Context: an optimization exercise on an open-source flow, tuned for small area and a short achievable clock period. The choices shown serve that exercise and are no tape-out recipe. No run shown here included a check of the RTL's function; only the layout flow was run.

[flow/design.v]
module recip_rom(input [9:0] m, output [9:0] r);
localparam [10239:0] TBL = 10240'h1004020080300c0401005014060180701c08020090240a0280b02c0c0300d0340e0380f03c1004011044120481304c14050150541605c1706018064190681a06c1b0701c0741d0781e07c1f08021084220882308c240902509426098270a0280a4290a82a0ac2b0b02c0b42d0b82f0bc300c0310c4320c8330d0340d4350d8360dc370e0390e43a0e83b0ec3c0f03d0f83e0fc3f10040104411084310c44110451144611c4712048124491284b12c4c1304d1384e13c4f14050144521485314c54154551585615c57160591645a1685b1705c1745d1785f17c60180611886218c631906519466198671a0681a4691a86b1ac6c1b06d1b86e1bc701c0711c4721cc731d0741d4761d8771e0781e4791e87b1ec7c1f47d1f87f1fc80200812088220c84210852188621c87220892248a22c8b2308d2348e23c8f240902449224893250942549625897260982649a2689b2709c2749e2789f280a0284a2288a3290a4294a6298a72a0a82a4aa2a8ab2b0ad2b4ae2bcaf2c0b12c4b22ccb32d0b52d4b62dcb82e0b92e8ba2ecbc2f0bd2f8bf2fcc0304c1308c330cc4314c6318c7320c8324ca32ccb330cd338ce33cd0340d1348d334cd4354d5358d7360d8364da36cdb370dd378de37ce0384e1388e3390e4394e639ce73a0e93a8ea3acec3b4ed3b8ef3c0f03c4f23ccf33d0f53d8f73dcf83e4fa3e8fb3f0fd3f4fe3fd004050140903411054150641d08421094290b4310c4350e43d104411144913451144551645d18465194691b4711d4751e47d204852248923491254992649d284a52a4ad2b4b12d4b92f4c1304c5324cd344d5364d9374e1394e93b4f13c4f53e4fd4050542509435114551947521495254a52d4c5354e53d5054151549535515555957561585655a56d5c5755e57d60581615896359165599675a1695a96b5ad6c5b56e5bd705c5725cd745d5765dd775e1795e97b5f17d5f97f60181609836118561987621886258a62d8c6358e63d906459264d946559665d986659a66d9c6759e67da0685a268da4695a669da86a5aa6adac6b5ae6bdb06c5b26cdb46d5b66ddb86e5ba6edbc6f5be6fdc0705c270dc4715c671dc9729cb731cd739cf741d1749d3751d5759d7761d976ddc775de77de0785e278de4795e67a1e97a9eb7b1ed7b9ef7c1f17c9f47d5f67ddf87e5fa7edfd7f9ff8020180a038120681e088260a82e0c83a0f8421184a138521685e188661a86e1d87a1f8822188a248962689e288a62b8b22d8ba2f8c6328ce348d6378e2398ea3c8f63e8fe4090a439124591e489264a92e4d93a4f9425294e54956579625996a5c9765e9826198a639966699e689aa6b9b26e9be709ca739d2759de789e67b9f27d9fe80a0683a1285a1e88a268ba328da3e90a4693a5295a5e98a669ba729da7ea0a8aa3a92a6a9ea9aaaabab6aeabeb1acab4ad6b6ae2b9aeebcafabfb02c2b0ec5b1ac8b26cab32cdb3ed0b4ad3b56d6b62d9b6adcb76dfb82e2b8ee5b9ae8ba6ebbb2eebbef1bcaf4bd6f7be2fabeefdbfb00c0703c1706c2309c2f0cc3b0fc4713c5316c5f19c6b1cc7b1fc8722c9325c9f29cab2ccb72fcc732cd336cdf39ceb3ccfb3fd0743d1346d2349d2f4dd3b50d4b53d5757d635ad735dd7f61d8f64d9b68da76bdb76fdc372dd375ddf79def7cdfb80e0b83e1787e278be338ee4392e5395e5f99e6f9de7ba0e8ba4e9ba7ea7abeb7afec7b3ed3b6ee3baef3bef03c1f0fc5f1fc9f2fcdf3fd1f4fd4f5bd8f6bdcf7be0f8be4f9be8fabecfbbf0fcbf4fdbf8febfcff800;
assign r = TBL[m*10 +: 10];
endmodule
module half_sigmoid(
input rstn,
input clk,
input in_valid,
input [15:0] a,
output out_valid,
output [15:0] c
);
localparam DROWS = 2;                           
localparam DSTG  = (12 + DROWS - 1) / DROWS;    
localparam LAT   = 8 + DSTG;                    
reg [LAT:0] vpipe;
always @(posedge clk)
  if (!rstn) vpipe <= 0;
  else       vpipe <= {vpipe[LAT-1:0], in_valid};
assign out_valid = vpipe[LAT];
wire [4:0] E_i   = a[14:10];
wire       clp_i = (E_i > 5'd17);
reg  [9:0] M_0; reg [4:0] E_0; reg s_0, sp_0;
always @(posedge clk) begin
  M_0  <= clp_i ? 10'd0 : a[9:0];
  E_0  <= clp_i ? 5'd18 : E_i;
  s_0  <= a[15];
  sp_0 <= (a[15:1] == 15'h0200);
end
wire        ez_a = (E_0 == 5'd0);
wire [21:0] N_a  = {11'b0, 1'b1, M_0};
wire [21:0] t_a  = (N_a << 10) + (N_a << 9) - (N_a << 6) + (N_a << 2) + N_a;
wire        t21  = t_a[21];
wire [10:0] ym_a = ez_a ? 11'd0 : (t21 ? t_a[21:11] : t_a[20:10]);
reg [10:0] ym_1; reg [4:0] E_1; reg t21_1, sy_1, sp_1;
always @(posedge clk) begin
  ym_1 <= ym_a; E_1 <= E_0; t21_1 <= t21 & ~ez_a; sy_1 <= ~s_0; sp_1 <= sp_0;
end
wire [4:0]  ey_b  = E_1 + {4'b0, t21_1};
wire        big_b = ey_b >= 5'd14;                 
wire [2:0]  ysh_b = ey_b[2:0] - 3'd6;              
wire [14:0] Y_b   = {4'b0, ym_1} << ysh_b;         
wire [3:0]  ip_b  = Y_b[14:11] + {3'b0, Y_b[10]};
wire [10:0] Fa_b  = Y_b[10] ? (11'd0 - Y_b[10:0]) : Y_b[10:0];
reg  [3:0]  lz_b;
integer ib;
always @* begin
  lz_b = 4'd11;
  for (ib = 0; ib < 11; ib = ib + 1)
    if (Fa_b[ib]) lz_b = 4'd10 - ib[3:0];
end
wire [10:0] Fn_b  = Fa_b << lz_b;
wire [10:0] fm_b  = big_b ? Fn_b : ym_1;
wire [4:0]  fe_b  = big_b ? (5'd14 - {1'b0, lz_b}) : ey_b;
wire        fs_b  = sy_1 ^ (big_b & Y_b[10]);
wire [4:0]  ipv_b = big_b ? (sy_1 ? (5'd0 - {1'b0, ip_b}) : {1'b0, ip_b}) : 5'd0;
reg [10:0] fm_2; reg [4:0] fe_2; reg fs_2, sp_2; reg [4:0] ipv_2;
always @(posedge clk) begin
  fm_2 <= fm_b; fe_2 <= fe_b; fs_2 <= fs_b; ipv_2 <= ipv_b; sp_2 <= sp_1;
end
wire [14:0] fmag_c = {fe_2, fm_2[9:0]};
wire u1 = fmag_c >= 15'h3320, u2 = fmag_c >= 15'h350a, u3 = fmag_c >= 15'h362c,
     u4 = fmag_c >= 15'h3720, u5 = fmag_c >= 15'h37f7;
wire [2:0] j_c = {u4, u2 & ~u4, (u1 & ~u2) | (u3 & ~u4) | u5};
wire v1  = fmag_c >= 15'h3032, v2  = fmag_c >= 15'h31ee, v3  = fmag_c >= 15'h3343,
     v4  = fmag_c >= 15'h3432, v5  = fmag_c >= 15'h34b0, v6  = fmag_c >= 15'h3523,
     v7  = fmag_c >= 15'h358c, v8  = fmag_c >= 15'h35ee, v9  = fmag_c >= 15'h364a,
     v10 = fmag_c >= 15'h36a1, v11 = fmag_c >= 15'h36f4, v12 = fmag_c >= 15'h3743,
     v13 = fmag_c >= 15'h378f, v14 = fmag_c >= 15'h37d8;
wire [3:0] k_c = {v8, (v4 & ~v8) | v12,
                  (v2 & ~v4) | (v6 & ~v8) | (v10 & ~v12) | v14,
                  (v1 & ~v2) | (v3 & ~v4) | (v5 & ~v6) | (v7 & ~v8) |
                  (v9 & ~v10) | (v11 & ~v12) | (v13 & ~v14)};
wire [21:0] F_c  = {11'b0, fm_2};
wire [21:0] tA_c = (F_c << 10) + (F_c << 9) - (F_c << 5) + (F_c << 3) + F_c;
reg [21:0] tA_3; reg [10:0] fm_3; reg [2:0] j_3; reg [3:0] k_3; reg [4:0] fe_3;
reg fs_3, sp_3; reg [4:0] ipv_3;
always @(posedge clk) begin
  tA_3 <= tA_c; fm_3 <= fm_2; j_3 <= j_c; k_3 <= k_c; fe_3 <= fe_2;
  fs_3 <= fs_2; ipv_3 <= ipv_2; sp_3 <= sp_2;
end
wire [21:0] F_d  = {11'b0, fm_3};
wire [21:0] tp_d = tA_3 + (j_3[0] ? F_d : 22'd0) + (j_3[1] ? (F_d << 1) : 22'd0) +
                          (j_3[2] ? (F_d << 2) : 22'd0);
wire        tp21 = tp_d[21];
wire [10:0] mp_d = tp21 ? tp_d[21:11] : tp_d[20:10];
wire [4:0]  ep_d = fe_3 + 5'd10 + {4'b0, tp21};
reg [10:0] mp_4; reg [4:0] ep_4; reg [3:0] k_4; reg fs_4, sp_4; reg [4:0] ipv_4;
always @(posedge clk) begin
  mp_4 <= mp_d; ep_4 <= ep_d; k_4 <= k_3; fs_4 <= fs_3; ipv_4 <= ipv_3; sp_4 <= sp_3;
end
wire [4:0]  epe_e  = (ep_4 < 5'd16) ? 5'd16 : ep_4;
wire [3:0]  sh_e   = 5'd25 - epe_e;                
wire [10:0] pint_e = mp_4 >> sh_e;
wire [10:0] msk_e  = ~(11'h7ff << sh_e);
wire        stk_e  = |(mp_4 & msk_e);
wire [12:0] q3_e   = {(11'd1092 + {7'b0, k_4}), 2'b00};
wire [12:0] n_e    = fs_4 ? (q3_e + {2'b0, pint_e}) : (q3_e + {2'b11, ~pint_e} + {12'b0, ~stk_e});
wire        e27_e  = n_e[12];
wire [10:0] Mq_e   = e27_e ? n_e[12:2] : n_e[11:1];
wire [4:0]  edb_e  = ep_4 - 5'd11 - {4'b0, e27_e};
reg [10:0] drem [0:DSTG];
reg [10:0] dden [0:DSTG];
reg [11:0] dq   [0:DSTG];
reg [4:0]  dedb [0:DSTG];
reg        dfs  [0:DSTG];
reg        dsp  [0:DSTG];
reg [4:0]  dipv [0:DSTG];
always @(posedge clk) begin
  drem[0] <= mp_4; dden[0] <= Mq_e; dq[0] <= 12'd0; dedb[0] <= edb_e;
  dfs[0] <= fs_4; dsp[0] <= sp_4; dipv[0] <= ipv_4;
end
genvar gs;
generate for (gs = 0; gs < DSTG; gs = gs + 1) begin : dstage
  reg [10:0] rem_o; reg [11:0] q_o;
  reg [11:0] r2; reg [12:0] df;
  integer rr, bit_i;
  always @* begin
    rem_o = drem[gs]; q_o = dq[gs];
    for (rr = 0; rr < DROWS; rr = rr + 1) begin
      bit_i = 11 - (gs*DROWS + rr);
      if (bit_i >= 0) begin
        if (bit_i == 11) r2 = {1'b0, rem_o};
        else             r2 = {rem_o, 1'b0};
        df = {1'b0, r2} - {2'b0, dden[gs]};
        if (!df[12]) begin q_o[bit_i] = 1'b1; rem_o = df[10:0]; end
        else         begin q_o[bit_i] = 1'b0; rem_o = r2[10:0]; end
      end
    end
  end
  always @(posedge clk) begin
    drem[gs+1] <= rem_o; dq[gs+1] <= q_o; dden[gs+1] <= dden[gs];
    dedb[gs+1] <= dedb[gs]; dfs[gs+1] <= dfs[gs]; dsp[gs+1] <= dsp[gs]; dipv[gs+1] <= dipv[gs];
  end
end endgenerate
wire [11:0] q12_f = dq[DSTG];
wire        bq_f  = q12_f[11];
wire [10:0] dm_f  = bq_f ? q12_f[11:1] : q12_f[10:0];
wire [4:0]  ed_f  = dedb[DSTG] - {4'b0, ~bq_f};
wire [3:0]  sr_f  = 5'd14 - ed_f;                  
wire [3:0]  k2_f  = 5'd13 - ed_f;                  
wire [10:0] dpos_f = dm_f >> sr_f;
wire [10:0] dneg_f = dm_f >> k2_f;
wire        dstk_f = |(dm_f & ~(11'h7ff << k2_f));
wire [11:0] X_f = !dfs[DSTG] ? (12'd2048 + {dpos_f, 1'b0}) :
                               (12'd2048 - {1'b0, dneg_f} - {11'b0, dstk_f});
reg [11:0] X_6; reg [4:0] ipv_6; reg sp_6;
always @(posedge clk) begin
  X_6 <= X_f; ipv_6 <= dipv[DSTG]; sp_6 <= dsp[DSTG];
end
wire        ipneg_g = ipv_6[4];
wire        ipz_g   = (ipv_6 == 5'd0);
wire [4:0]  nsh_g   = 5'd1 - ipv_6;                
wire [11:0] Xs_g    = X_6 >> nsh_g;
wire [3:0]  psh_g   = 4'd12 - ipv_6[3:0];          
wire [13:0] S_g     = {1'b0, X_6, 1'b0} + (14'd1 << psh_g);
reg  [9:0]  p1m_g; reg [4:0] ep1_g;
always @* begin
  if (ipneg_g || ipz_g) begin
    if (ipz_g && X_6[11]) begin p1m_g = {1'b0, X_6[10:2]}; ep1_g = 5'd16; end
    else                  begin p1m_g = Xs_g[9:0];         ep1_g = 5'd15; end
  end else begin
    if (S_g[13])      begin p1m_g = S_g[12:3]; ep1_g = ipv_6 + 5'd16; end
    else if (S_g[12]) begin p1m_g = S_g[11:2]; ep1_g = ipv_6 + 5'd15; end
    else              begin p1m_g = S_g[10:1]; ep1_g = ipv_6 + 5'd14; end
  end
end
reg [9:0] p1m_7; reg [4:0] ep1_7; reg sp_7;
always @(posedge clk) begin
  p1m_7 <= p1m_g; ep1_7 <= ep1_g; sp_7 <= sp_6;
end
wire [9:0] rcp_h;
recip_rom u_rom(.m(p1m_7), .r(rcp_h));
wire [4:0] ce_h = (p1m_7 == 10'd0) ? (5'd30 - ep1_7) : (5'd29 - ep1_7);
reg [15:0] c_r;
always @(posedge clk) c_r <= sp_7 ? 16'hf801 : {1'b0, ce_h, rcp_h};
assign c = c_r;
endmodule
[flow/run.sh]
#!/bin/bash
# synth_recipe.tcl (not shown) runs the flow's synth.tcl, then flattens the netlist and writes it again
# the make line also repeats each setting of config.mk as NAME=value (left out here)
make -C /OpenROAD-flow-scripts/flow DESIGN_CONFIG=/design/flow/config.mk WORK_HOME=/design/flow/orfs CLKGATE_MAP_FILE= SYNTH_SCRIPT=/design/flow/synth_recipe.tcl finish
[flow/config.mk]
export PLATFORM = sky130hd
export DESIGN_NAME = half_sigmoid
export DESIGN_NICKNAME = half_sigmoid
export VERILOG_FILES = /design/flow/design.v
export SDC_FILE = /design/flow/constraint.sdc
export NUM_CORES = 8
export LEC_CHECK = 0
export ABC_AREA = 1
export CAP_MARGIN = 20
export CORE_MARGIN = 2
export CORE_UTILIZATION = 40
export SLEW_MARGIN = 20
[flow/constraint.sdc]
create_clock -name core_clock -period 9.5 [get_ports {clk}]
set_input_delay 1.9000 -clock core_clock [delete_from_list [all_inputs] [get_ports {clk}]]
set_output_delay 1.9000 -clock core_clock [all_outputs]
set_load 0.01 [all_outputs]
==> impl_metrics.yaml, run 1 <==
layout:
  postLayoutCellArea_mm2: 0.0352
  multi_input_area_mm2: 0.0199
  fin_nets: 4920
  nFillCells: 8150
  seq_area_mm2: 0.00905
  post-route-util_pct: 44.5
  final_cell_mix: "nand2_1 (900), inv_1 (676), dfxtp_1 (451), o21ai_0 (403), nor2_1 (362)"
  area_growth_pct: 9.98
  drive_gt1_share_pct: 4.53
  final_common_cell: "nand2_1"
placed_design:
  placedInstanceArea_mm2: 0.0334
  port_buffers: 35
  dpl.hpwl_um: 69900
  gp_congestion: 0.980
sta:
  fmax_mhz: 178
  finClkSkew_ps: 23.0
  slew_viol_final: 0
  setup_viol: 0
  whs_ps: 307
  slew_headroom_pct: 27.0
  post-route-period-util_pct: 59.0
  period_needed_ps: 5610
  hold_violations: 0
  tightest_slew_ps: 1090
  rsz0062_at_grt: "false"
  fin_setup_tns_ps: 0
drt:
  drt_iter0_markers: 2548
  vias_per_cell: 5.28
  dr_total_vias: 29500
  ant_nets: 0
  routed_wl_um: 92600
  firstDrtPassIters: 6
  post-route-drc-count: 0
  detail_route.wl_per_cell_um: 16.6
yosys:
  avgSynthCellArea_um2: 7.14
  yosysWarnings: 8
  synth_xor_area_share_pct: 4.75
  synthArstFlopShare_pct: 0
  synth-seq-cells: 452
  syn_area_mm2: 0.0320
  synth_fa_ha_area_share_pct: 17.6
  synthSimpleGateAreaFrac_pct: 20.9
  ys_seq_area_share_pct: 28.2
  synth_nets: 4923
  yosysUniqueCellTypes: 67
  synthCells: 4490
  ys.flop_type: "dfxtp_1"
  synth_mux_area_share_pct: 0.0937
  synth_edf_count: 0
  synth_top_family_by_area: "simple AND/OR/NAND/NOR gates"
  synth_compound_area_share_pct: 18.6
floorplanning:
  die_h_um: 287
  core_mm2: 0.0791
  rows: 103
  io_pins: 36
  initial_utilization_pct: 40.5
  die-area_mm2: 0.0824
  die_w_um: 287
clock_network:
  clockBufferDepth: 3
  cts.sink_count: 452
  cts_tree: "yes"
  clk_latency_ps: 620
  cts_resized: 0
  hold_buffers: 0
  cts-root-buf: "clkbuf_16"
  cts_buffers: 51
  h-tree-depth: 2
  clk_pin_slew_ps: 70
  cts_setup_buffers: 0
setup_path:
  worst-setup-path-type: "reg -> reg"
  r2r_start: "dq[6][11]"
  path_delay_family: "adder cells"
  crit_path_end_kind: "flop"
  worstPathRequired_ps: 10030
  cp.buffers_inverters: 7
  max_stage_delay_ps: 540
  startpoint_type: "flop"
  crit_arrival_ps: 6140
  r2r_setup_slack_ps: 3890
  cp_max_fo: 14
  r2r-end: "X_6[11]"
  rr_worst_depth: 27
  crit_slowest_cell: "dfxtp_1"
hold_path:
  min_to: "dedb[6][2]"
  hold_path.class: "reg -> reg"
  whs_path_depth: 0
  min_from: "dedb[5][2]"
global_route:
  grt_antenna_before_repair: 0
  grt_max_degree: 55
  grt.total_usage_pct: 22.1
  grt_pass1_wl_um: 148000
  first_global_vias: 27700
  overflow: 0
run:
  cap_violations: 0
run_status:
  status: "no timing/DRC/antenna violations"
-- worst reg2reg max path, cell delays in order (launching register included) --
cell	delay, ps
dfxtp_1	540
inv_1	250
ha_1	280
ha_1	520
inv_1	300
ha_1	280
inv_1	70
ha_1	320
inv_1	160
a21oi_1	80
or3_1	340
a221oi_1	260
ha_1	200
ha_1	200
inv_1	60
ha_1	200
o21bai_1	130
a21oi_1	110
o21ai_0	270
nand3_1	110
nand2_1	80
inv_1	40
nor2_1	130
nor2_1	50
inv_1	50
a21oi_1	60
or2_2	270
a32oi_1	170
-- layout make-up --
| type | count | share of cell area [%] |
|---|---|---|
| multi-input combinational | 3222 | 56.4 |
| sequential | 452 | 25.7 |
| inverter | 699 | 7.46 |
| clock buffer | 65 | 4.00 |
| tap | 1050 | 3.73 |
| timing repair buffer | 61 | 1.55 |
| clock inverter | 31 | 1.19 |
| antenna | 1 | 0.00710 |
-- synthesized netlist by cell type, types with 9 or more instances --
master,count,share of area (%)
nor4_1,13,0.25
o31ai_1,14,0.33
nand2_1,900,11
o22ai_1,24,0.47
nand3_1,180,2.8
inv_2,10,0.12
nand4_1,29,0.57
nor2_1,363,4.3
a21oi_1,323,5.0
dfxtp_1,452,28
o21a_1,9,0.21
inv_1,677,7.9
o21ai_1,13,0.20
fa_1,62,3.9
o21ai_0,403,6.3
nand2_2,17,0.33
clkbuf_1,94,1.1
ha_1,352,14
nor3_1,47,0.73
o311ai_0,10,0.27
xor2_1,116,3.2
or2_2,23,0.45
a211oi_1,19,0.45
a31oi_1,24,0.47
clkinv_1,10,0.12
nand3_2,10,0.31
o211ai_1,41,0.96
a21o_1,9,0.21
o221ai_1,26,0.71
o21bai_1,31,0.73
xnor2_1,51,1.4
o2111ai_1,23,0.63
-- worst max-delay path by stage --
stage	from	end	slack, ps	cells past startpoint
4_1_cts	dq[6][11]	X_6[11]	3900	27
3_5_place_dp	dq[6][11]	X_6[11]	3920	27
6_report	dq[6][11]	X_6[11]	3890	27
2_1_floorplan	dq[6][11]	X_6[11]	4640	30
3_3_place_gp	dq[6][11]	X_6[11]	3960	27
5_1_grt	dq[6][11]	X_6[11]	3100	27
-- stage by stage --
stage / cells / worst slack (ps)
after floorplan: 4490 / 4640
after global placement: 5484 / 3960
after detailed placement: 5484 / 3920
after CTS: 5580 / 3900
after global routing: 5580 / 3100
final: 5581 / 3890
-- sequential cells by signal, indices dropped and copies added, names as in the netlist, 10 cells and up --
signal and cells:
M_0 10, X_6 12, c_r 16, dden 66, dedb 28, dipv 35
dq 42, drem 66, fm_2 11, fm_3 11, mp_4 11, p1m_7 10
tA_3 20, vpipe 15, ym_1 11
-- cell families (layout without fill, tap and decap cells) --
group,count (synthesis),in the layout
and+or+nand+nor,1608,1608
AOI/OAI and AO/OA,1026,1026
buffers and inverters,816,856
DFF,452,452
adders and majority gates,414,414
xor gates and xnor gates,170,170
muxes,3,3
other,1,2
-- routing by layer --
metal / track usage (%) / wire, um / vias to the layer above
met5: 0 / 0 / -
met4: 7.63 / 2770 / 0
met3: 3.67 / 6530 / 222
met2: 34.9 / 40700 / 1106
met1: 30.6 / 42600 / 13300
li1: - / - / 14800
==> inputs of run 2 (changes only) <==
--- a/flow/design.v
+++ b/flow/design.v
@@ -73,10 +73,10 @@
                   (v9 & ~v10) | (v11 & ~v12) | (v13 & ~v14)};
 wire [21:0] F_c  = {11'b0, fm_2};
 wire [21:0] tA_c = (F_c << 10) + (F_c << 9) - (F_c << 5) + (F_c << 3) + F_c;
-reg [21:0] tA_3; reg [10:0] fm_3; reg [2:0] j_3; reg [3:0] k_3; reg [4:0] fe_3;
+reg [21:0] tA_3; reg [10:0] fm_3; reg [2:0] j_3; reg [3:0] k_3; reg [4:0] fe10_3;
 reg fs_3, sp_3; reg [4:0] ipv_3;
 always @(posedge clk) begin
-  tA_3 <= tA_c; fm_3 <= fm_2; j_3 <= j_c; k_3 <= k_c; fe_3 <= fe_2;
+  tA_3 <= tA_c; fm_3 <= fm_2; j_3 <= j_c; k_3 <= k_c; fe10_3 <= fe_2 + 5'd10;
   fs_3 <= fs_2; ipv_3 <= ipv_2; sp_3 <= sp_2;
 end
 wire [21:0] F_d  = {11'b0, fm_3};
@@ -84,11 +84,11 @@
                           (j_3[2] ? (F_d << 2) : 22'd0);
 wire        tp21 = tp_d[21];
 wire [10:0] mp_d = tp21 ? tp_d[21:11] : tp_d[20:10];
-wire [4:0]  ep_d = fe_3 + 5'd10 + {4'b0, tp21};
-reg [10:0] mp_4; reg [4:0] ep_4; reg [3:0] k_4; reg fs_4, sp_4; reg [4:0] ipv_4;
+reg [10:0] mp_4; reg [4:0] fe10_4; reg tp21_4; reg [3:0] k_4; reg fs_4, sp_4; reg [4:0] ipv_4;
 always @(posedge clk) begin
-  mp_4 <= mp_d; ep_4 <= ep_d; k_4 <= k_3; fs_4 <= fs_3; ipv_4 <= ipv_3; sp_4 <= sp_3;
+  mp_4 <= mp_d; fe10_4 <= fe10_3; tp21_4 <= tp21; k_4 <= k_3; fs_4 <= fs_3; ipv_4 <= ipv_3; sp_4 <= sp_3;
 end
+wire [4:0]  ep_4   = fe10_4 + {4'b0, tp21_4};
 wire [4:0]  epe_e  = (ep_4 < 5'd16) ? 5'd16 : ep_4;
 wire [3:0]  sh_e   = 5'd25 - epe_e;                
 wire [10:0] pint_e = mp_4 >> sh_e;
@@ -98,16 +98,16 @@
 wire [12:0] n_e    = fs_4 ? (q3_e + {2'b0, pint_e}) : (q3_e + {2'b11, ~pint_e} + {12'b0, ~stk_e});
 wire        e27_e  = n_e[12];
 wire [10:0] Mq_e   = e27_e ? n_e[12:2] : n_e[11:1];
-wire [4:0]  edb_e  = ep_4 - 5'd11 - {4'b0, e27_e};
+wire [3:0]  S_e    = 5'd25 - ep_4 + {4'b0, e27_e};
 reg [10:0] drem [0:DSTG];
 reg [10:0] dden [0:DSTG];
 reg [11:0] dq   [0:DSTG];
-reg [4:0]  dedb [0:DSTG];
+reg [3:0]  dS   [0:DSTG];
 reg        dfs  [0:DSTG];
 reg        dsp  [0:DSTG];
 reg [4:0]  dipv [0:DSTG];
 always @(posedge clk) begin
-  drem[0] <= mp_4; dden[0] <= Mq_e; dq[0] <= 12'd0; dedb[0] <= edb_e;
+  drem[0] <= mp_4; dden[0] <= Mq_e; dq[0] <= 12'd0; dS[0] <= S_e;
   dfs[0] <= fs_4; dsp[0] <= sp_4; dipv[0] <= ipv_4;
 end
 genvar gs;
@@ -130,20 +130,17 @@
   end
   always @(posedge clk) begin
     drem[gs+1] <= rem_o; dq[gs+1] <= q_o; dden[gs+1] <= dden[gs];
-    dedb[gs+1] <= dedb[gs]; dfs[gs+1] <= dfs[gs]; dsp[gs+1] <= dsp[gs]; dipv[gs+1] <= dipv[gs];
+    dS[gs+1] <= dS[gs]; dfs[gs+1] <= dfs[gs]; dsp[gs+1] <= dsp[gs]; dipv[gs+1] <= dipv[gs];
   end
 end endgenerate
 wire [11:0] q12_f = dq[DSTG];
 wire        bq_f  = q12_f[11];
-wire [10:0] dm_f  = bq_f ? q12_f[11:1] : q12_f[10:0];
-wire [4:0]  ed_f  = dedb[DSTG] - {4'b0, ~bq_f};
-wire [3:0]  sr_f  = 5'd14 - ed_f;                  
-wire [3:0]  k2_f  = 5'd13 - ed_f;                  
-wire [10:0] dpos_f = dm_f >> sr_f;
-wire [10:0] dneg_f = dm_f >> k2_f;
-wire        dstk_f = |(dm_f & ~(11'h7ff << k2_f));
-wire [11:0] X_f = !dfs[DSTG] ? (12'd2048 + {dpos_f, 1'b0}) :
-                               (12'd2048 - {1'b0, dneg_f} - {11'b0, dstk_f});
+wire [3:0]  S_f   = dS[DSTG];                      
+wire [10:0] Qs_f  = q12_f >> S_f;
+wire [11:0] low_f = q12_f & ~(12'hfff << S_f);
+wire        dstk_f = |{low_f[11:1], low_f[0] & ~bq_f};
+wire [11:0] X_f = !dfs[DSTG] ? (12'd2048 + {1'b0, Qs_f[10:1], 1'b0}) :
+                               (12'd2048 - {1'b0, Qs_f} - {11'b0, dstk_f});
 reg [11:0] X_6; reg [4:0] ipv_6; reg sp_6;
 always @(posedge clk) begin
   X_6 <= X_f; ipv_6 <= dipv[DSTG]; sp_6 <= dsp[DSTG];
--- a/flow/config.mk
+++ b/flow/config.mk
@@ -9,4 +9,5 @@
 export CAP_MARGIN = 20
 export CORE_MARGIN = 2
 export CORE_UTILIZATION = 40
+export SETUP_SLACK_MARGIN = 5
 export SLEW_MARGIN = 20
==> run 2 against run 1 <==
Against the previous run: sequential share of layout area is essentially flat; fmax increased by 32%; critical path type unchanged; cell count decreased by 0.73%.
==> impl_metrics.yaml, run 2 <==
run_status:
  status: "no timing/DRC/antenna violations"
yosys:
  synthCells: 4414
  synthSimpleGateAreaFrac_pct: 22.3
  synth_compound_area_share_pct: 17.1
  ys.flop_type: "dfxtp_1"
  yosysUniqueCellTypes: 71
  synth_fa_ha_area_share_pct: 17.5
  synth_top_area_cell: "dfxtp_1"
  synthArstFlopShare_pct: 0
  synth_top_area_share_pct: 28.7
  synth_nets: 4839
  yosysWarnings: 8
  synth-seq-cells: 453
  syn_area_mm2: 0.0316
  synthTopCellsByArea: "dfxtp_1 (29%), ha_1 (14%), nand2_1 (11%)"
  synth_mux_area_share_pct: 0.222
  ys_seq_area_share_pct: 28.7
  synth_xor_area_share_pct: 4.90
  ys_top_cells_by_count: "nand2_1 (947), inv_1 (612), dfxtp_1 (453)"
  synth_edf_count: 0
  avgSynthCellArea_um2: 7.16
  yosysMostFrequentCell: "nand2_1"
  synth_top_family_by_area: "simple AND/OR/NAND/NOR gates"
sta:
  slew_viol_final: 0
  finClkSkew_ps: 15.5
  hold_violations: 0
  fmax_mhz: 236
  post-route-period-util_pct: 44.7
  setup_viol: 0
  period_needed_ps: 4240
  rsz0062_at_grt: "true"
  tightest_slew_ps: 1030
  slew_headroom_pct: 29.9
  fin_setup_tns_ps: 0
drt:
  drt_iter0_markers: 2643
  firstDrtPassIters: 6
  dr_total_vias: 29400
  routed_wl_um: 94500
  vias_per_cell: 5.31
  detail_route.wl_per_cell_um: 17.1
  post-route-drc-count: 0
  ant_nets: 0
layout:
  fin_nets: 4872
  final_common_cell: "nand2_1"
  area_growth_pct: 12.1
  reg_top3: "dden (66), drem (66), dq (42)"
  drive_gt1_share_pct: 6.95
  nFillCells: 8030
  final_cell_mix: "nand2_1 (939), inv_1 (599), dfxtp_1 (440), o21ai_0 (342), ha_1 (336)"
clock_network:
  clk_latency_ps: 610
  cts-root-buf: "clkbuf_16"
  cts.sink_count: 453
  clk_pin_slew_ps: 60
  h-tree-depth: 2
  hold_buffers: 0
  cts_tree: "yes"
  clockBufferDepth: 3
  cts_buffers: 51
floorplanning:
  initial_utilization_pct: 40.2
  die_h_um: 285
  die_w_um: 285
  io_pins: 36
  core_mm2: 0.0786
  die-area_mm2: 0.0813
  rows: 103
global_route:
  grt_pass1_wl_um: 149000
  grt_antenna_before_repair: 0
  grt.total_usage_pct: 22.5
  grt_max_degree: 58
  overflow: 0
  first_global_vias: 28200
setup_path:
  worstPathRequired_ps: 9970
  startpoint_type: "flop"
  crit_arrival_ps: 4720
  crit_path_end_kind: "flop"
  cp_cell_sequence: "clkinvlp_4 > fa_1 > inv_1 > fa_1 > fa_1 > ha_1 > nand2_1 > o21ai_0 > a21oi_1 > nand2_1 > nand3_1 > nand2_1 > nand3_1 > o311ai_1 > xor2_1"
  crit_slowest_cell: "dfxtp_1"
  cp.buffers_inverters: 2
  path_delay_family: "adder cells"
  cp_max_fo: 10
  rr_worst_depth: 15
  worst-setup-path-type: "reg -> reg"
  cp.depth: 15
  max_stage_delay_ps: 660
placed_design:
  gp_congestion: 1.03
  dpl.hpwl_um: 70800
  port_buffers: 35
run:
  cap_violations: 0
hold_path:
  hold_path.class: "reg -> reg"
  whs_path_depth: 0
-- run 2: cell types whose count changed after synthesis, moves of 12 or more --
cell and delta:
clkbuf_1 -24, inv_1 -65, nand2_1 +47, nand3_1 +41, nor2_1 -36, o2111ai_1 -12
o21ai_0 -48, o21ai_1 +20
-- run 2: layout make-up --
| cell class | instances | area, um2 | share of cell area (%) |
|---|---|---|---|
| Timing Repair inverter | 6 | 43.8 | 0.124 |
| Timing Repair Buffer | 86 | 737 | 2.08 |
| Clock buffer | 66 | 1420 | 4.01 |
| Multi-Input combinational cell | 3207 | 20000 | 56.3 |
| Clock inverter | 29 | 389 | 1.10 |
| Antenna cell | 1 | 2.50 | 0.00706 |
| Sequential cell | 453 | 9090 | 25.6 |
| Tap cell | 1050 | 1310 | 3.71 |
| Inverter | 642 | 2470 | 6.98 |
-- run 2: final timing paths --
path,startpoint,endpoint,slack [ps]
worst max register to register,fm_2[6],tA_3[21],5260
worst min-delay path,dipv[6][3],ipv_6[3],310
worst max-delay path,fm_2[6],tA_3[21],5260
worst min register to register,dipv[6][3],ipv_6[3],310
-- run 2: logic make-up (layout without fill, tap and decap cells) --
family,Yosys count,in the layout
AOI/OAI and AO/OA,948,948
and+or+nand+nor,1671,1673
adders and majority gates,406,406
muxes,7,7
DFF,453,453
other,1,2
buffers and inverters,756,829
xor gates and xnor gates,172,172
-- run 2: routing by layer --
layer,wire [um],vias to the layer above,GRT usage [%]
met5,0,-,0
met4,4120,0,9.44
met3,6280,285,3.30
met2,42900,1115,37.6
met1,41200,13400,29.1
li1,-,14700,-
-- run 2: metrics by stage --
stage	worst slack, ps	utilization, %	hold WS, ps	cells	instance area [um2]
2_1_floorplan	5090	-	310	4414	31600
3_3_place_gp	4460	41.9	310	5405	32900
3_5_place_dp	4350	41.9	312	5405	32900
4_1_cts	5000	44.4	309	5511	34900
5_1_grt	4970	45.1	312	5539	35400
6_report	5260	45.1	314	5540	35400
-- run 2: repair_timing --
item,in CTS,in global routing
gates resized for setup,27,90
cloned,1,7
endpoints found under the setup margin,81,111
pin swaps,1,20
buffers inserted,10,21
==> inputs of run 3 (changes only) <==
--- a/flow/config.mk
+++ b/flow/config.mk
@@ -5,7 +5,8 @@
 export SDC_FILE = /design/flow/constraint.sdc
 export NUM_CORES = 8
 export LEC_CHECK = 0
-export ABC_AREA = 1
+export ABC_AREA = 0
+export ABC_CLOCK_PERIOD_IN_PS = 4000
 export CAP_MARGIN = 20
 export CORE_MARGIN = 2
 export CORE_UTILIZATION = 40
==> run 3 against run 2 <==
Against the previous run: still clean on timing, DRC and antenna; fmax down 13%; first-iteration DRC count is 10% higher; non-clock buffer count up 186; sequential cell count unchanged; critical path depth up 11; design area increased by 13%; die area up 6.7%; register-to-register slack got worse by 610 ps.
==> impl_metrics.yaml, run 3 <==
run_status:
  status: "no timing/DRC/antenna violations"
yosys:
  syn_area_mm2: 0.0338
  synthCells: 4126
  synth_nets: 4551
  synth_top_area_cell: "dfxtp_1"
  synth_edf_count: 0
  yosysWarnings: 8
  synthArstFlopShare_pct: 0
  yosysMostFrequentCell: "dfxtp_1"
  synth_top_area_share_pct: 26.9
  ys_seq_area_share_pct: 26.9
  avgSynthCellArea_um2: 8.18
  ys_top_cells_by_count: "dfxtp_1 (453), nand2_1 (362), nor2_1 (355)"
  ys.flop_type: "dfxtp_1"
  yosysUniqueCellTypes: 113
  synthTopCellsByArea: "dfxtp_1 (27%), ha_1 (13%), o21ai_0 (4.4%)"
  synth-seq-cells: 453
drt:
  met3_length_um: 6380
  top_layer: "met5"
  route.met2.wl_um: 43600
  ant_nets: 0
  dr_total_vias: 30700
  routed_wl_um: 94200
  firstDrtPassIters: 7
  vias_per_cell: 5.73
  met1_length_um: 41300
  post-route-drc-count: 0
  drt_iter0_markers: 2907
  detail_route.wl_per_cell_um: 17.5
sta:
  whs_ps: 307
  tightest_slew_ps: 1000
  slew_headroom_pct: 32.8
  finClkSkew_ps: 20.3
  hold_violations: 0
  post-route-period-util_pct: 51.1
  fmax_mhz: 206
  rsz0062_at_grt: "true"
  period_needed_ps: 4860
  setup_viol: 0
  slew_viol_final: 0
  fin_setup_tns_ps: 0
layout:
  seq_area_mm2: 0.00920
  final_common_cell: "dfxtp_1"
  reg_top3: "dden (66), drem (66), dq (42)"
  nFillCells: 7983
  multi_input_area_mm2: 0.0241
  postLayoutCellArea_mm2: 0.0401
  post-route-util_pct: 48.0
  n_antenna_cell: 0
  area_growth_pct: 18.7
  drive_gt1_share_pct: 18.4
  fin_nets: 4672
  final_cell_mix: "dfxtp_1 (400), nor2_1 (353), nand2_1 (352), ha_1 (312), inv_1 (308)"
global_route:
  grt_pass1_wl_um: 151000
  overflow: 0
  grt_max_degree: 88
  first_global_vias: 29200
  grt.total_usage_pct: 20.9
  grt_antenna_before_repair: 3
setup_path:
  worstPathRequired_ps: 9970
  max_stage_delay_ps: 450
  crit_slowest_cell: "or4_4"
  startpoint_type: "flop"
  worst-setup-path-type: "reg -> reg"
  cp_max_fo: 7
  worst_path_most_repeated_cell: "ha_4"
  crit_arrival_ps: 5330
  crit_path_end_kind: "flop"
clock_network:
  cts_tree: "yes"
  h-tree-depth: 2
  cts_buffers: 51
  cts.sink_count: 453
  clk_latency_ps: 600
  clockBufferDepth: 3
  cts-root-buf: "clkbuf_16"
  clk_pin_slew_ps: 70
floorplanning:
  io_pins: 36
  die-area_mm2: 0.0867
  die_h_um: 294
  initial_utilization_pct: 40.4
  rows: 106
  core_mm2: 0.0836
  die_w_um: 294
placed_design:
  gp_congestion: 0.960
  placedInstanceArea_mm2: 0.0352
  port_buffers: 35
  dpl.hpwl_um: 64100
hold_path:
  hold_path.class: "reg -> reg"
run:
  cap_violations: 0
run 3: changes by cell type after synthesis, sizes merged, moves of 65 or more:
cell	delta
mux2i	+72
nand2	-603
mux2	+88
o21ai	-73
and2	+65
nand3	-166
clkbuf	+88
inv	-291
run 3: cell type report:
| type | count | area share (%) |
|---|---|---|
| clock buffers | 65 | 3.54 |
| inverters | 341 | 3.36 |
| repair buffers | 272 | 5.65 |
| well taps | 1080 | 3.37 |
| clock inverters | 31 | 1.03 |
| multi-input cells | 3128 | 60.1 |
| flip-flops and latches | 453 | 23.0 |
run 3: final timing paths:
| kind | startpoint | to | slack (ps) | depth (start not counted) |
|---|---|---|---|---|
| worst max-delay path | tp21_4 | dS[0][3] | 4640 | 26 |
| worst min-delay path | ipv_2[4] | ipv_3[4] | 310 | 0 |
| worst max register to register | tp21_4 | dS[0][3] | 4640 | 26 |
| worst min register to register | ipv_2[4] | ipv_3[4] | 310 | 0 |
run 3: logic make-up after synthesis:
family	after synthesis	synth area share, %
adder cells (fa/ha/maj)	410	16.5
XOR/XNOR	144	3.74
flip-flops	453	26.9
AO/OA/AOI/OAI	1188	22.8
AND/OR/NAND/NOR	1183	16.3
multiplexers	196	7.30
buffers and inverters	551	6.39
other	1	0.0111
run 3: per-stage QoR:
step,std cells,worst slack [ps]
global route,5370,4450
finish,5370,4640
global placement,5059,3950
CTS,5291,4770
detailed placement,5059,3850
floorplan,4126,4590
run 3: routing by layer:
metal | GRT usage (%) | vias up
met3 | 3.00 | 234
met5 | 0 | -
met4 | 7.16 | 4
met1 | 27.9 | 14400
met2 | 34.3 | 1170
li1 | - | 14900
run 3: timing repair:
item,4_1_cts,5_1_grt
gates cloned,5,3
endpoints found under the setup margin,130,120
resized for setup,157,189
setup buffers,131,76
hold endpoints to repair,0,0
pin swaps,73,74
hold buffers,0,0
run 3: critical path, delay by kind of cell, from the launching register on:
family / cells / cell delay [ps]
compound gates: 11 / 1840
xor+xnor: 2 / 270
fa+ha+maj: 5 / 800
buf+inv: 1 / 50
flops: 1 / 340
mux: 1 / 260
simple gates: 6 / 1150
==> inputs of run 4 (changes only) <==
==> flow/flow/run.sh (new file) <==
#!/bin/bash
# standard layout, logged
bash standard.sh > standard.log 2>&1
==> flow/standard.sh (new file) <==
#!/bin/bash
# synth_recipe.tcl (not shown) runs the flow's synth.tcl, then flattens the netlist and writes it again
# the make line also repeats each setting of config.mk as NAME=value (left out here)
make -C /OpenROAD-flow-scripts/flow DESIGN_CONFIG=/design/flow/config.mk WORK_HOME=/design/flow/orfs CLKGATE_MAP_FILE= SYNTH_SCRIPT=/design/flow/synth_recipe.tcl "${@:-finish}"
--- a/flow/config.mk
+++ b/flow/config.mk
@@ -5,8 +5,7 @@
 export SDC_FILE = /design/flow/constraint.sdc
 export NUM_CORES = 8
 export LEC_CHECK = 0
-export ABC_AREA = 0
-export ABC_CLOCK_PERIOD_IN_PS = 4000
+export ABC_AREA = 1
 export CAP_MARGIN = 20
 export CORE_MARGIN = 2
 export CORE_UTILIZATION = 40
removed: flow/run.sh
==> run 4 against run 3 <==
Against the previous run: still clean; design area decreased by 12%; first-iteration DRC count fell by 9.1%; global-route usage grew 1.7 points; clock-buffer cell count rose by 1; utilization shrank 2.9 points; clock skew down 4.9 ps; sequential share of layout area grew 2.7 points; wire length up 0.36%; highest routed layer is now met4.
==> impl_metrics.yaml, run 4 <==
floorplanning:
  die_w_um: 285
  io_pins: 36
  die-area_mm2: 0.0813
  rows: 103
  die_h_um: 285
  initial_utilization_pct: 40.2
  core_mm2: 0.0786
global_route:
  grt.total_usage_pct: 22.5
  grt_pass1_wl_um: 149000
  overflow: 0
  grt_antenna_before_repair: 0
  first_global_vias: 28200
  grt_max_degree: 58
drt:
  drt_iter0_markers: 2643
  ant_nets: 0
  dr_total_vias: 29400
  routed_wl_um: 94500
  vias_per_cell: 5.31
  firstDrtPassIters: 6
  detail_route.wl_per_cell_um: 17.1
  post-route-drc-count: 0
sta:
  post-route-period-util_pct: 44.7
  whs_ps: 314
  fmax_mhz: 236
  period_needed_ps: 4240
  rsz0062_at_grt: "true"
  timing.final.ws_setup_ps: 5260
  finClkSkew_ps: 15.5
  slew_viol_final: 0
  fin_setup_tns_ps: 0
  hold_violations: 0
  tightest_slew_ps: 1030
  slew_headroom_pct: 29.9
  setup_viol: 0
setup_path:
  crit_arrival_ps: 4720
  r2r_start: "fm_2[6]"
  timing.critical_path.from: "fm_2[6]"
  cp_max_fo: 10
  startpoint_type: "flop"
  worstPathRequired_ps: 9970
  crit_path_end_kind: "flop"
  worst-setup-path-type: "reg -> reg"
yosys:
  syn_area_mm2: 0.0316
  synth_top_area_share_pct: 28.7
  yosysUniqueCellTypes: 71
  synthArstFlopShare_pct: 0
  synth_nets: 4839
  synthTopCellsByArea: "dfxtp_1 (29%), ha_1 (14%), nand2_1 (11%)"
  synthCells: 4414
  synth_top_area_cell: "dfxtp_1"
  avgSynthCellArea_um2: 7.16
  synth-seq-cells: 453
  ys_seq_area_share_pct: 28.7
  yosysWarnings: 8
  synth_edf_count: 0
  ys_top_cells_by_count: "nand2_1 (947), inv_1 (612), dfxtp_1 (453)"
  ys.flop_type: "dfxtp_1"
  yosysMostFrequentCell: "nand2_1"
layout:
  final_common_cell: "nand2_1"
  post-route-util_pct: 45.1
  reg_top3: "dden (66), drem (66), dq (42)"
  final_cell_mix: "nand2_1 (939), inv_1 (599), dfxtp_1 (440), o21ai_0 (342), ha_1 (336)"
  area_growth_pct: 12.1
  fin_nets: 4872
  drive_gt1_share_pct: 6.95
run_status:
  status: "no timing/DRC/antenna violations"
clock_network:
  cts-root-buf: "clkbuf_16"
  cts.sink_count: 453
  clk_pin_slew_ps: 60
  clockBufferDepth: 3
  clk_latency_ps: 610
  cts_buffers: 51
  hold_buffers: 0
  cts_tree: "yes"
  h-tree-depth: 2
placed_design:
  gp_congestion: 1.03
  port_buffers: 35
  dpl.hpwl_um: 70800
  pre_cts_slack_ps: 4350
hold_path:
  min_from: "dipv[6][3]"
  hold_path.class: "reg -> reg"
run:
  cap_violations: 0
run 4: critical path: stages (launching register included):
cell	delay, ps
dfxtp_1	660
clkinvlp_4	240
fa_1	520
inv_1	60
fa_1	410
fa_1	460
ha_1	360
nand2_1	80
o21ai_0	240
a21oi_1	100
nand2_1	160
nand3_1	90
nand2_1	130
nand3_1	90
o311ai_1	390
xor2_1	110
run 4: final cells by class:
type / count / area, um2
fill: 8030 / 43200
multi-input combinational: 3207 / 20000
sequential: 453 / 9090
inverter: 642 / 2470
clock buffer: 66 / 1420
tap: 1050 / 1310
timing repair buffer: 86 / 737
clock inverter: 29 / 389
timing repair inverter: 6 / 43.8
antenna: 1 / 2.50
run 4: layer usage:
layer | GRT usage (%) | routed length, um | part of all wire, % | up-vias
met5 | 0 | 0 | 0 | -
met4 | 9.44 | 4120 | 4.4 | 0
met3 | 3.30 | 6280 | 6.6 | 285
met2 | 37.6 | 42900 | 45 | 1115
met1 | 29.1 | 41200 | 44 | 13400
li1 | - | - | - | 14700
run 4: what timing repair did:
action	CTS	global route
gates resized for setup	27	90
endpoints found under the setup margin	81	111
pin swaps	1	20
setup buffers	10	21
cloned	1	7
run 4: logic make-up (layout without fill, tap and decap cells):
group | count (synthesis) | count (layout) | synth area share [%]
AO/OA/AOI/OAI | 948 | 948 | 17.1
XOR/XNOR | 172 | 172 | 4.90
adder cells (fa/ha/maj) | 406 | 406 | 17.5
buffers and inverters | 756 | 829 | 9.22
flip-flops | 453 | 453 | 28.7
multiplexers | 7 | 7 | 0.222
other | 1 | 2 | 0.0119
AND/OR/NAND/NOR | 1671 | 1673 | 22.3
run 4: stage by stage:
| stage | instances | area (um2) |
|---|---|---|
| 6_report | 5540 | 35400 |
| 3_5_place_dp | 5405 | 32900 |
| 5_1_grt | 5539 | 35400 |
| 4_1_cts | 5511 | 34900 |
| 2_1_floorplan | 4414 | 31600 |
| 3_3_place_gp | 5405 | 32900 |
run 4: worst paths after layout:
check	endpoint	slack, ps	cells past startpoint
hold reg to reg	ipv_6[3]	310	0
setup / recovery	tA_3[21]	5260	15
hold / removal	ipv_6[3]	310	0
setup reg to reg	tA_3[21]	5260	15
==> inputs of run 5 (changes only) <==
==> flow/flow/run.sh (replaced) <==
#!/bin/bash
# standard layout, with timing repair aimed at a 3.5 ns period (setup margin 6 ns at 9.5 ns)
bash standard.sh finish SETUP_SLACK_MARGIN=6 > standard.log 2>&1
==> run 5 against run 4 <==
Against the previous run: still clean; global-route usage grew 0.81 points; wire length grew 7.7%; synthesized cell count is the same; highest routed layer unchanged.
==> impl_metrics.yaml, run 5 <==
global_route:
  grt_max_degree: 72
  grt.total_usage_pct: 23.3
  grt_pass1_wl_um: 155000
  globalRouteMet1Util_pct: 29.5
  grt_antenna_before_repair: 0
  busiest_layer: "met2"
  met3_usage_pct: 4.06
  first_global_vias: 29700
  met2_usage_pct: 39.2
  overflow: 0
layout:
  final_cell_mix: "nand2_1 (794), inv_1 (525), dfxtp_1 (399), buf_4 (314), nor2_1 (294)"
  area_growth_pct: 31.0
  multi_input_area_mm2: 0.0231
  nFillCells: 7305
  post-route-util_pct: 52.7
  seq_area_mm2: 0.00919
  fin_nets: 5202
  reg_top3: "dden (66), drem (66), dq (42)"
  drive_gt1_share_pct: 25.4
  final_common_cell: "nand2_1"
sta:
  slew_headroom_pct: 21.2
  fmax_mhz: 254
  whs_ps: 311
  tightest_slew_ps: 1150
  setup_viol: 0
  fin_setup_tns_ps: 0
  post-route-period-util_pct: 41.4
  timing.final.ws_setup_ps: 5560
  slew_viol_final: 0
  period_needed_ps: 3940
  finClkSkew_ps: 26.9
  rsz0062_at_grt: "true"
  hold_violations: 0
floorplanning:
  die_h_um: 285
  rows: 103
  core_mm2: 0.0786
  io_pins: 36
  initial_utilization_pct: 40.2
  die-area_mm2: 0.0813
  die_w_um: 285
run_status:
  status: "no timing/DRC/antenna violations"
yosys:
  synth_compound_area_share_pct: 17.1
  synth_top_family_by_area: "simple AND/OR/NAND/NOR gates"
  synth_top_area_cell: "dfxtp_1"
  synthTopCellsByArea: "dfxtp_1 (29%), ha_1 (14%), nand2_1 (11%)"
  synthCells: 4414
  synth-seq-cells: 453
  synth_nets: 4839
  synth_xor_area_share_pct: 4.90
  yosysWarnings: 8
  ys_seq_area_share_pct: 28.7
  synth_mux_area_share_pct: 0.222
  yosysUniqueCellTypes: 71
  synthArstFlopShare_pct: 0
  yosysMostFrequentCell: "nand2_1"
  synth_fa_ha_area_share_pct: 17.5
  synth_top_area_share_pct: 28.7
  syn_area_mm2: 0.0316
  ys_top_cells_by_count: "nand2_1 (947), inv_1 (612), dfxtp_1 (453)"
  synthSimpleGateAreaFrac_pct: 22.3
  synth_edf_count: 0
  ys.flop_type: "dfxtp_1"
  avgSynthCellArea_um2: 7.16
placed_design:
  port_buffers: 35
  gp_congestion: 1.01
  pre_cts_slack_ps: 4800
  dpl.hpwl_um: 67500
drt:
  drt_iter0_markers: 2840
  routed_wl_um: 102000
  dr_total_vias: 31600
  detail_route.wl_per_cell_um: 17.4
  vias_per_cell: 5.39
  firstDrtPassIters: 6
  post-route-drc-count: 0
  ant_nets: 0
setup_path:
  worst_path_most_repeated_cell: "ha_4"
  startpoint_type: "flop"
  worst-setup-path-type: "reg -> reg"
  crit_path_end_kind: "flop"
  cp_max_fo: 6
  worstPathRequired_ps: 9990
  path_delay_family: "adder cells"
  crit_slowest_cell: "dfxtp_2"
  cp.buffers_inverters: 6
  crit_arrival_ps: 4430
  max_stage_delay_ps: 330
clock_network:
  h-tree-depth: 2
  cts.sink_count: 453
  clockBufferDepth: 3
  clk_latency_ps: 630
  cts_buffers: 52
  clk_pin_slew_ps: 60
  cts-root-buf: "clkbuf_16"
  cts_tree: "yes"
  hold_buffers: 0
run:
  cap_violations: 0
hold_path:
  hold_path.class: "reg -> reg"
run 5: cell counts after synthesis:
Identical to the previous run, type by type.
run 5: layer usage:
layer  wire length [um]  part of all wire [%]  vias to the layer above
met5                  0                     0                        -
met4               4600                   4.5                        0
met3               7410                   7.3                      327
met2              47700                    47                     1346
met1              42100                    41                    14600
li1                   -                     -                    15300
run 5: final timing paths:
path	from	to	slack, ps	cells past startpoint
worst max register to register	fe10_4[0]	dS[0][2]	5560	28
worst min register to register	dq[2][10]	dq[3][10]	310	0
worst min-delay path	dq[2][10]	dq[3][10]	310	0
worst max-delay path	fe10_4[0]	dS[0][2]	5560	28
run 5: cell type report:
class                      instances  share of cell area (%)
inverter                         642                    6.35
timing repair buffer             400                    8.06
clock buffer                      65                    3.38
clock inverter                    28                   0.776
timing repair inverter            14                   0.269
multi-input combinational       3214                    55.8
tap                             1050                    3.17
sequential                       453                    22.2
antenna                            1                 0.00604
run 5: cells by family after synthesis:
kind of cell	count (synthesis)
muxes	7
xor gates and xnor gates	172
AOI/OAI and AO/OA	948
adders and majority gates	406
buffers and inverters	756
other	1
DFF	453
and+or+nand+nor	1671
run 5: per-stage QoR:
stage | instance area [um2] | instances
after floorplan | 32100 | 4414
after global placement | 33300 | 5400
after detailed placement | 33300 | 5400
after CTS | 38300 | 5715
after global routing | 41400 | 5866
final | 41400 | 5867
run 5: timing repair:
action / in CTS / in global routing
gates cloned: 17 / 6
setup endpoints to repair: 152 / 143
setup buffers: 205 / 145
pin swaps: 191 / 265
gates resized for setup: 416 / 531
==> inputs of run 6 (changes only) <==
==> flow/flow/run.sh (replaced) <==
#!/bin/bash
# Standard ORFS layout, except that after the standard synthesis the
# combinational logic between the registers is re-mapped by ABC for area
# (flip-flops, their names and cell types are kept as synthesis made them).
set -euo pipefail
RES=$PWD/orfs/results/$FLOW_PLATFORM/half_sigmoid/base
YOSYS=$FLOW_HOME/../tools/install/yosys/bin/yosys
bash standard.sh synth > synth.log 2>&1
cp $RES/1_2_yosys.v $RES/1_2_yosys_std.v
LIB=$FLOW_HOME/platforms/$FLOW_PLATFORM/lib/sky130_fd_sc_hd__tt_025C_1v80.lib \
IN=$RES/1_2_yosys_std.v OUT=$RES/1_2_yosys.v TOP=$FLOW_TOP \
  $YOSYS -c flow/remap.tcl > remap.log 2>&1
bash standard.sh > standard.log 2>&1
==> flow/flow/remap.tcl (new file) <==
yosys -import
set lib $::env(LIB)
set dont {}
foreach c {probe_p_8 probec_p_8} { lappend dont -dont_use sky130_fd_sc_hd__$c }
lappend dont -dont_use {sky130_fd_sc_hd__lpflow_*} -dont_use {sky130_fd_sc_hd__fill_*}
read_liberty -ignore_miss_func $lib
read_verilog $::env(IN)
hierarchy -top $::env(TOP)
set seq {}
foreach m [split [string trim [tee -q -s result.string select -list-mod =A:liberty_cell]] "\n"] { }
# keep flip-flops and tie cells as cells
foreach c [split [exec grep -o {sky130_fd_sc_hd__\(df\|conb\|dl\|sdf\|ed\)[a-z0-9_]*} $::env(IN) | sort -u] "\n"] {
  if {$c ne ""} { setattr -mod -set keep_hierarchy 1 $c; lappend seq $c }
}
flatten
opt_clean
abc -liberty $lib {*}$dont -script "+strash;dch,-f;map,-a;topo"
opt_clean -purge
foreach c $seq { blackbox $c }
hierarchy -top $::env(TOP)
hilomap -singleton -hicell sky130_fd_sc_hd__conb_1 HI -locell sky130_fd_sc_hd__conb_1 LO
splitnets
opt_clean -purge
tee -o $::env(OUT).stat stat -liberty $lib
write_verilog -noattr -noexpr -nohex -nodec $::env(OUT)
==> run 6 against run 5 <==
Against the previous run: still clean on timing, DRC and antenna; fmax down 23%; cell count is 0.36% higher; register-to-register slack worse by 1200 ps; non-clock buffer count is 136 higher; die area decreased by 13%; first-iteration DRC count fell by 11%; worst hold slack lost 9.5 ps; clock skew up 17 ps; via count down 1.9%; utilization rose by 3.5 points.
==> impl_metrics.yaml, run 6 <==
global_route:
  grt.total_usage_pct: 26.1
  first_global_vias: 28500
  grt_pass1_wl_um: 149000
  grt_antenna_before_repair: 3
  overflow: 0
  grt_max_degree: 41
drt:
  drt_iter0_markers: 2514
  post-route-drc-count: 0
  detail_route.wl_per_cell_um: 16.8
  dr_total_vias: 31000
  firstDrtPassIters: 10
  vias_per_cell: 5.27
  ant_nets: 0
  routed_wl_um: 99000
yosys:
  syn_area_mm2: 0.0274
  synthCells: 4370
  synth_nets: 4389
  avgSynthCellArea_um2: 6.27
  yosysWarnings: 8
placed_design:
  placedInstanceArea_mm2: 0.0297
  dpl.hpwl_um: 63000
  port_buffers: 35
  placedCellCount: 5307
  pre_cts_slack_ps: 3920
  gp_congestion: 1.01
sta:
  rsz0062_at_grt: "true"
  timing.final.ws_setup_ps: 4380
  fmax_mhz: 195
  setup_viol: 0
  fin_setup_tns_ps: 0
  hold_violations: 0
  period_needed_ps: 5120
  post-route-period-util_pct: 53.9
  slew_viol_final: 0
  slew_headroom_pct: 41.7
  tightest_slew_ps: 872
  whs_ps: 302
  finClkSkew_ps: 43.9
floorplanning:
  io_pins: 36
  die-area_mm2: 0.0706
  die_w_um: 266
  initial_utilization_pct: 40.6
  core_mm2: 0.0675
  die_h_um: 266
  rows: 95
layout:
  fin_nets: 4992
  final_cell_mix: "nor2_1 (897), clkinv_1 (650), nand2_1 (588), buf_4 (437), dfxtp_1 (404)"
  final_common_cell: "nor2_1"
  post-route-util_pct: 56.2
  postLayoutCellArea_mm2: 0.0379
  n_antenna_cell: 0
  reg_top3: "dden (66), drem (66), dq (42)"
  area_growth_pct: 38.4
  drive_gt1_share_pct: 24.9
  fin_cells: 5888
setup_path:
  cp_max_fo: 8
  worst_path_most_repeated_cell: "nor2_1"
  max_stage_delay_ps: 370
  crit_arrival_ps: 5670
  crit_slowest_cell: "dfxtp_4"
  worst-setup-path-type: "reg -> reg"
  crit_path_end_kind: "flop"
  worstPathRequired_ps: 10050
  startpoint_type: "flop"
clock_network:
  clk_pin_slew_ps: 60
  clk_latency_ps: 650
  hold_buffers: 0
  cts_tree: "yes"
  clockBufferDepth: 3
  cts-root-buf: "clkbuf_16"
  h-tree-depth: 2
  cts.sink_count: 453
  cts_buffers: 53
run_status:
  status: "no timing/DRC/antenna violations"
hold_path:
  hold_path.class: "reg -> reg"
run:
  cap_violations: 0
[run 6: area by class of cell]
class                      count  area, um2
fill                        6194      29600
timing repair buffer         536       4430
timing repair inverter         3       33.8
clock buffer                  71       1500
multi-input combinational   3151      18100
clock inverter                26        380
inverter                     775       3240
sequential                   453       9200
tap                          873       1090
[run 6: worst max-delay path: cells and delay by family (launching register included)]
family / cells / cell delay, ps
and+or+nand+nor: 14 / 1780
DFF: 1 / 370
buffers and inverters: 4 / 340
AOI/OAI and AO/OA: 16 / 2270
adders and majority gates: 1 / 250
[run 6: routing by layer]
| layer | up-vias | share of wire, % | track usage (%) |
|---|---|---|---|
| met2 | 1110 | 46 | 42.8 |
| li1 | 15500 | - | - |
| met3 | 322 | 6.9 | 4.38 |
| met4 | 0 | 5.1 | 11.2 |
| met1 | 14100 | 42 | 33.7 |
| met5 | - | 0 | 0 |
[run 6: path summary, 6_finish.rpt]
kind,from,to,slack [ps],cells after the start
hold / removal,ipv_3[2],ipv_4[2],300,0
setup / recovery,dden[0][1],drem[1][8],4380,35
setup reg to reg,dden[0][1],drem[1][8],4380,35
hold reg to reg,ipv_3[2],ipv_4[2],300,0
[run 6: timing repair]
action	CTS	global route
endpoints found under the setup margin	131	131
cloned	11	3
pin swaps	150	188
setup buffers	354	115
gates resized for setup	343	443
==> inputs of run 7 (changes only) <==
--- a/flow/flow/remap.tcl
+++ b/flow/flow/remap.tcl
@@ -14,7 +14,7 @@
 }
 flatten
 opt_clean
-abc -liberty $lib {*}$dont -script "+strash;dch,-f;map,-a;topo"
+abc -liberty $lib {*}$dont -script "+strash;dch,-f;map,-B,0.9;topo"
 opt_clean -purge
 foreach c $seq { blackbox $c }
 hierarchy -top $::env(TOP)
==> run 7 against run 6 <==
Against the previous run: synthesized area increased by 7.9%; worst hold slack improved by 8.2 ps; critical path depth decreased by 25; fmax increased by 22%; utilization decreased by 11 points; die area increased by 7.8%; largest cell class unchanged.
==> impl_metrics.yaml, run 7 <==
layout:
  reg_top3: "dden (66), drem (66), dq (42)"
  final_cell_mix: "nand2_1 (1,666), clkinv_1 (725), nor2_1 (546), dfxtp_1 (452), nand3_1 (421)"
  postLayoutCellArea_mm2: 0.0332
  final_common_cell: "nand2_1"
  nFillCells: 7876
  post-route-util_pct: 45.4
  multi_input_area_mm2: 0.0178
  drive_gt1_share_pct: 3.49
  fin_nets: 5101
  area_growth_pct: 12.1
  seq_area_mm2: 0.00907
run_status:
  status: "no timing/DRC/antenna violations"
global_route:
  grt.total_usage_pct: 23.2
  overflow: 0
  first_global_vias: 28900
  grt_antenna_before_repair: 1
  grt_pass1_wl_um: 145000
  grt_max_degree: 42
yosys:
  yosysWarnings: 8
  synth_nets: 4990
  syn_area_mm2: 0.0296
  synthCells: 4971
  avgSynthCellArea_um2: 5.95
floorplanning:
  die_h_um: 276
  initial_utilization_pct: 40.5
  die_w_um: 276
  core_mm2: 0.0731
  io_pins: 36
  die-area_mm2: 0.0762
  rows: 99
sta:
  tightest_slew_ps: 995
  fmax_mhz: 238
  period_needed_ps: 4210
  slew_headroom_pct: 33.5
  slew_viol_final: 0
  fin_setup_tns_ps: 0
  hold_violations: 0
  setup_viol: 0
  rsz0062_at_grt: "false"
  finClkSkew_ps: 31.3
  whs_ps: 310
  post-route-period-util_pct: 44.3
clock_network:
  h-tree-depth: 2
  cts_setup_buffers: 0
  clk_latency_ps: 620
  clk_pin_slew_ps: 70
  cts-root-buf: "clkbuf_16"
  clockBufferDepth: 3
  cts_tree: "yes"
  cts_buffers: 49
  hold_buffers: 0
  cts.sink_count: 453
placed_design:
  dpl.hpwl_um: 68000
  port_buffers: 35
  placedInstanceArea_mm2: 0.0313
  gp_congestion: 1.02
drt:
  drt_iter0_markers: 2496
  post-route-drc-count: 0
  ant_nets: 0
  dr_total_vias: 31400
  detail_route.wl_per_cell_um: 14.7
  firstDrtPassIters: 6
  routed_wl_um: 89200
  vias_per_cell: 5.17
setup_path:
  worstPathRequired_ps: 10000
  crit_arrival_ps: 4710
  cp_max_fo: 11
  startpoint_type: "flop"
  crit_path_end_kind: "flop"
  worst-setup-path-type: "reg -> reg"
hold_path:
  hold_path.class: "reg -> reg"
run:
  cap_violations: 0
run 7: repair_timing:
item | in CTS | in global routing
setup endpoints to repair | 1 | 90
pin swaps | 0 | 0
resized for setup | 1 | 30
gates cloned | 0 | 0
run 7: worst paths after layout:
kind,depth (start not counted),start,slack [ps],to
setup / recovery,10,p1m_7[0],5290,c_r[2]
hold / removal,0,dq[5][6],310,dq[6][6]
setup reg to reg,10,p1m_7[0],5290,c_r[2]
hold reg to reg,0,dq[5][6],310,dq[6][6]
run 7: layer usage:
metal,vias to the layer above,part of all wire (%),GRT usage [%]
met1,13700,44,29.6
li1,16400,-,-
met2,1079,44,38.6
met4,0,4.1,9.44
met5,-,0,0
met3,273,7.8,4.33
run 7: critical path: stages, from the launching register on:
cell       delay, ps
dfxtp_1          630
clkinv_1         490
nor2_1           530
clkinv_1         360
nand2_1          310
nand2_1          160
nand2_1          110
a21oi_1           70
o41ai_1          700
o2111ai_1        340
a32o_1           370
run 7: final cells by class:
| type | count | area share (%) |
|---|---|---|
| multi-input combinational | 3787 | 53.8 |
| sequential | 453 | 27.3 |
| inverter | 730 | 8.32 |
| clock buffer | 65 | 4.24 |
| tap | 959 | 3.62 |
| timing repair buffer | 61 | 1.64 |
| clock inverter | 26 | 1.06 |
| antenna | 1 | 0.00754 |
run 7: metrics by stage:
stage / std cells / setup WS [ps]
finish: 6082 / 5290
global route: 6081 / 5020
floorplan: 4971 / 5840
global placement: 5990 / 5070
CTS: 6081 / 5090
detailed placement: 5990 / 4990

-- what the ideal ports hide --
The flow's constraints put no driver on any port. The routed layouts listed below were extracted and timed again, unchanged, in two steps. Step 1 assumes that a clkbuf_16 drives the clock port and a buf_2 every other input. Step 2 times the ports against the registers' clock, not the clock port: input delays grow and output delays shrink by t, the midpoint of the rising clock arrivals with the driver on. a / b / c = ideal / step 1 / step 2; a / b = the first two.
| run | shift t [ns] | slack for setup (ns) | worst hold slack (ns) | slew at the worst register clock pin (ns) |
|---|---|---|---|---|
| run 1 | 0.665 | 3.893 / 3.893 / 3.893 | 0.307 / 0.307 / 0.307 | 0.07 / 0.07 |
| run 2 | 0.668 | 5.256 / 5.256 / 5.256 | 0.314 / 0.314 / 0.314 | 0.06 / 0.06 |
| run 3 | 0.658 | 4.641 / 4.641 / 4.641 | 0.307 / 0.307 / 0.307 | 0.07 / 0.07 |
| run 4 | 0.668 | 5.256 / 5.256 / 5.256 | 0.314 / 0.314 / 0.314 | 0.06 / 0.06 |
| run 5 | 0.673 | 5.565 / 5.565 / 5.565 | 0.311 / 0.311 / 0.311 | 0.07 / 0.07 |
| run 6 | 0.688 | 4.379 / 4.379 / 4.379 | 0.302 / 0.302 / 0.302 | 0.07 / 0.07 |
| run 7 | 0.665 | 5.292 / 5.292 / 5.292 | 0.310 / 0.310 / 0.310 | 0.07 / 0.07 |
After both steps every run listed still meets setup and hold.
